This is an optimization exercise on Yosys and OpenROAD, whose aim is small area, not a production implementation. The RTL was checked by simulation tests, not by an equivalence proof against the original design.

==> run P <==
Design nco, start of the top module:
module nco (
	input  wire        clk_i,
	input  wire        rst_n,
	input  wire [31:0] acc_i,
	output wire [15:0] cos_o,
	output wire [15:0] sin_o
);
==> flow/config.mk <==
export PLATFORM = sky130hd
export DESIGN_NAME = nco
export DESIGN_NICKNAME = nco
export VERILOG_FILES = /design/flow/design.v
export SDC_FILE = /design/flow/constraint.sdc
export NUM_CORES = 4
export LEC_CHECK = 0
export CAP_MARGIN = 20
export CORE_MARGIN = 2
export CORE_UTILIZATION = 40
export CTS_BUF_LIST = sky130_fd_sc_hd__clkbuf_16
export CTS_CLUSTER_DIAMETER = 100
export CTS_CLUSTER_SIZE = 30
export SLEW_MARGIN = 20
==> flow/constraint.sdc <==
create_clock -name core_clock -period 5.0 [get_ports {clk_i}]
set_input_delay 1.0000 -clock core_clock [delete_from_list [all_inputs] [get_ports {clk_i}]]
set_output_delay 1.0000 -clock core_clock [all_outputs]
set_load 0.01 [all_outputs]
standard.sh (not shown) runs the stock make flow with config.mk's settings and CLKGATE_MAP_FILE= SYNTH_SCRIPT=/design/flow/synth_recipe.tcl, a recipe that flattens the netlist after the stock synthesis.
==> flow/flow/run.sh <==
#!/bin/bash
# The standard ORFS layout (standard.sh) with two changes passed as make variables:
#  - ports are buffered with sky130_fd_sc_hd__buf_1 (every input and output still gets a buffer)
#  - CTS does not insert dummy load cells
# The full output of the run is kept in standard.log; ORFS keeps its per-step logs under orfs/logs.
set -o pipefail
bash standard.sh \
  "BUFFER_PORTS_ARGS=-buffer_cell sky130_fd_sc_hd__buf_1" \
  "CTS_ARGS=-sink_clustering_enable -repair_clock_nets -sink_clustering_size 30 -sink_clustering_max_diameter 150 -buf_list sky130_fd_sc_hd__clkbuf_16 -dont_use_dummy_load" \
  finish > standard.log 2>&1
==> run K (differences from run P) <==
==> flow/run.sh (new file) <==
#!/bin/bash
# synth_recipe.tcl (not shown) runs the flow's synth.tcl, then flattens the netlist and writes it again
# the make line also repeats each setting of config.mk as NAME=value (left out here)
make -C /OpenROAD-flow-scripts/flow DESIGN_CONFIG=/design/flow/config.mk WORK_HOME=/design/flow/orfs CLKGATE_MAP_FILE= SYNTH_SCRIPT=/design/flow/synth_recipe.tcl finish
removed: flow/flow/run.sh
removed: flow/standard.sh
==> notes <==
- Against run K, the wire length of run P is smaller by about 9%.
- Synthesized cell count is the same in run P and run K.
- Against run P, the sequential share of layout area of run K is lower by 1.3 points.
- In run P the via count is lower than in run K, by 3.9%.
- Fmax: run K is smaller than run P (1.2%).
- Run K produced a clean layout. Run P passed the timing, DRC and antenna checks.
- In run K the clock-buffer cell count is higher than in run P, by 9.
- Of run K and run P, run K has the higher non-clock buffer count (gap 49).
- In flip-flop and latch count, run P and run K do not differ.
- In area after synthesis, run K and run P do not differ.

==> inputs of 08-21 <==
Starting RTL as in the previous note.
Settings: LEC_CHECK=0, CAP_MARGIN=20, CORE_MARGIN=2, CORE_UTILIZATION=40, CTS_BUF_LIST=sky130_fd_sc_hd__clkbuf_16, CTS_CLUSTER_DIAMETER=150, CTS_CLUSTER_SIZE=30, SLEW_MARGIN=20; clock period 5.0 ns.
run.sh (not shown) runs the stock make flow with config.mk's settings and CLKGATE_MAP_FILE= SYNTH_SCRIPT=/design/flow/synth_recipe.tcl, a recipe that flattens the netlist after the stock synthesis.
Stock flow here: none of the scripts above is used.
==> inputs of 06-17, as changes to 08-21 <==
==> flow/flow/run.sh (new file) <==
#!/bin/bash
# The standard ORFS layout (standard.sh) with two changes passed as make variables:
#  - ports are buffered with sky130_fd_sc_hd__buf_1 (every input and output still gets a buffer)
#  - CTS does not insert dummy load cells
# The full output of the run is kept in standard.log; ORFS keeps its per-step logs under orfs/logs.
set -o pipefail
bash standard.sh \
  "BUFFER_PORTS_ARGS=-buffer_cell sky130_fd_sc_hd__buf_1" \
  "CTS_ARGS=-sink_clustering_enable -repair_clock_nets -sink_clustering_size 30 -sink_clustering_max_diameter 100 -buf_list sky130_fd_sc_hd__clkbuf_16 -dont_use_dummy_load" \
  finish > standard.log 2>&1
==> flow/standard.sh (new file) <==
#!/bin/bash
# synth_recipe.tcl (not shown) runs the flow's synth.tcl, then flattens the netlist and writes it again
# the make line also repeats each setting of config.mk as NAME=value (left out here)
make -C /OpenROAD-flow-scripts/flow DESIGN_CONFIG=/design/flow/config.mk WORK_HOME=/design/flow/orfs CLKGATE_MAP_FILE= SYNTH_SCRIPT=/design/flow/synth_recipe.tcl "${@:-finish}"
- CTS_CLUSTER_DIAMETER: 150 -> 100
removed: flow/run.sh
==> inputs of 12-09, as changes to 08-21 <==
==> flow/flow/run.sh (new file) <==
#!/bin/bash
# The standard ORFS layout (standard.sh) with these changes passed as make variables:
#  - ports are buffered with sky130_fd_sc_hd__buf_1 (every input and output still gets a buffer)
#  - CTS does not insert dummy load cells
#  - global placement is not routability-driven
# The full output of the run is kept in standard.log; ORFS keeps its per-step logs under orfs/logs.
set -o pipefail
bash standard.sh \
  "BUFFER_PORTS_ARGS=-buffer_cell sky130_fd_sc_hd__buf_1" \
  "CTS_ARGS=-sink_clustering_enable -repair_clock_nets -sink_clustering_size 18 -sink_clustering_max_diameter 80 -buf_list sky130_fd_sc_hd__clkbuf_8 -dont_use_dummy_load" \
  "GPL_ROUTABILITY_DRIVEN=0" \
  finish > standard.log 2>&1
==> flow/standard.sh (new file) <==
#!/bin/bash
# synth_recipe.tcl (not shown) runs the flow's synth.tcl, then flattens the netlist and writes it again
# the make line also repeats each setting of config.mk as NAME=value (left out here)
make -C /OpenROAD-flow-scripts/flow DESIGN_CONFIG=/design/flow/config.mk WORK_HOME=/design/flow/orfs CLKGATE_MAP_FILE= SYNTH_SCRIPT=/design/flow/synth_recipe.tcl "${@:-finish}"
- CTS_CLUSTER_DIAMETER: 150 -> 100
removed: flow/run.sh
==> qor summary <==
item                                                                                08-21           12-09           06-17
Run status                                                                 finished clean  finished clean  finished clean
Multi-input combinational area share                                               55.37%          56.84%          56.65%
Cell Area, Placed                                                             29510 sq um     28650 sq um     28680 sq um
Pin count of the biggest net entering global routing                                   42              96              36
Worst slack on hold paths                                                        317.4 ps        307.9 ps        275.3 ps
Beginning of the critical path                                                   r12_y[7]        r13_y[9]       r15_y[13]
Total vias in the final route                                                       20480           20050           19790
Layout net count                                                                     3366            3332            3325
Inserted Diodes                                                                         0               1               0
Number of search-and-repair iterations in the first detailed-routing pass               5               8               5
Endpoint of the most critical register-to-register path                         r13_y[14]       r14_y[16]       r16_y[16]
Layout Utilization                                                                 45.07%          43.82%          44.06%

==> port drivers added, routing unchanged <==
The results above use ideal ports. As a check the final layouts listed here were re-extracted and re-timed, cells and wires unchanged.
Step 1: set_driving_cell puts a clkbuf_16 on clk_i and a buf_2 on each other input, an assumption about the parent block.
Step 2 adds t to the input delays and takes it off the output delays; t is the mean of the earliest and latest rising clock arrival at the registers after step 1. Input paths then give back, and output paths get back, about the clock's delay inside the block.
Slacks: ideal ports / drivers / drivers and shift; pairs: ideal ports / drivers.
run | t (ns) | setup WS [ns] | worst data-port slew with drivers (ns)
run P | 0.606 | 0.291 / 0.291 / 0.291 | 0.03
run K | 0.648 | 0.236 / 0.236 / 0.236 | 0.04
08-21 | 0.629 | 0.254 / 0.254 / 0.254 | 0.04
06-17 | 0.619 | 0.343 / 0.343 / 0.343 | 0.03
12-09 | 0.660 | 0.217 / 0.217 / 0.217 | 0.03
After both steps every run listed still meets setup and hold.
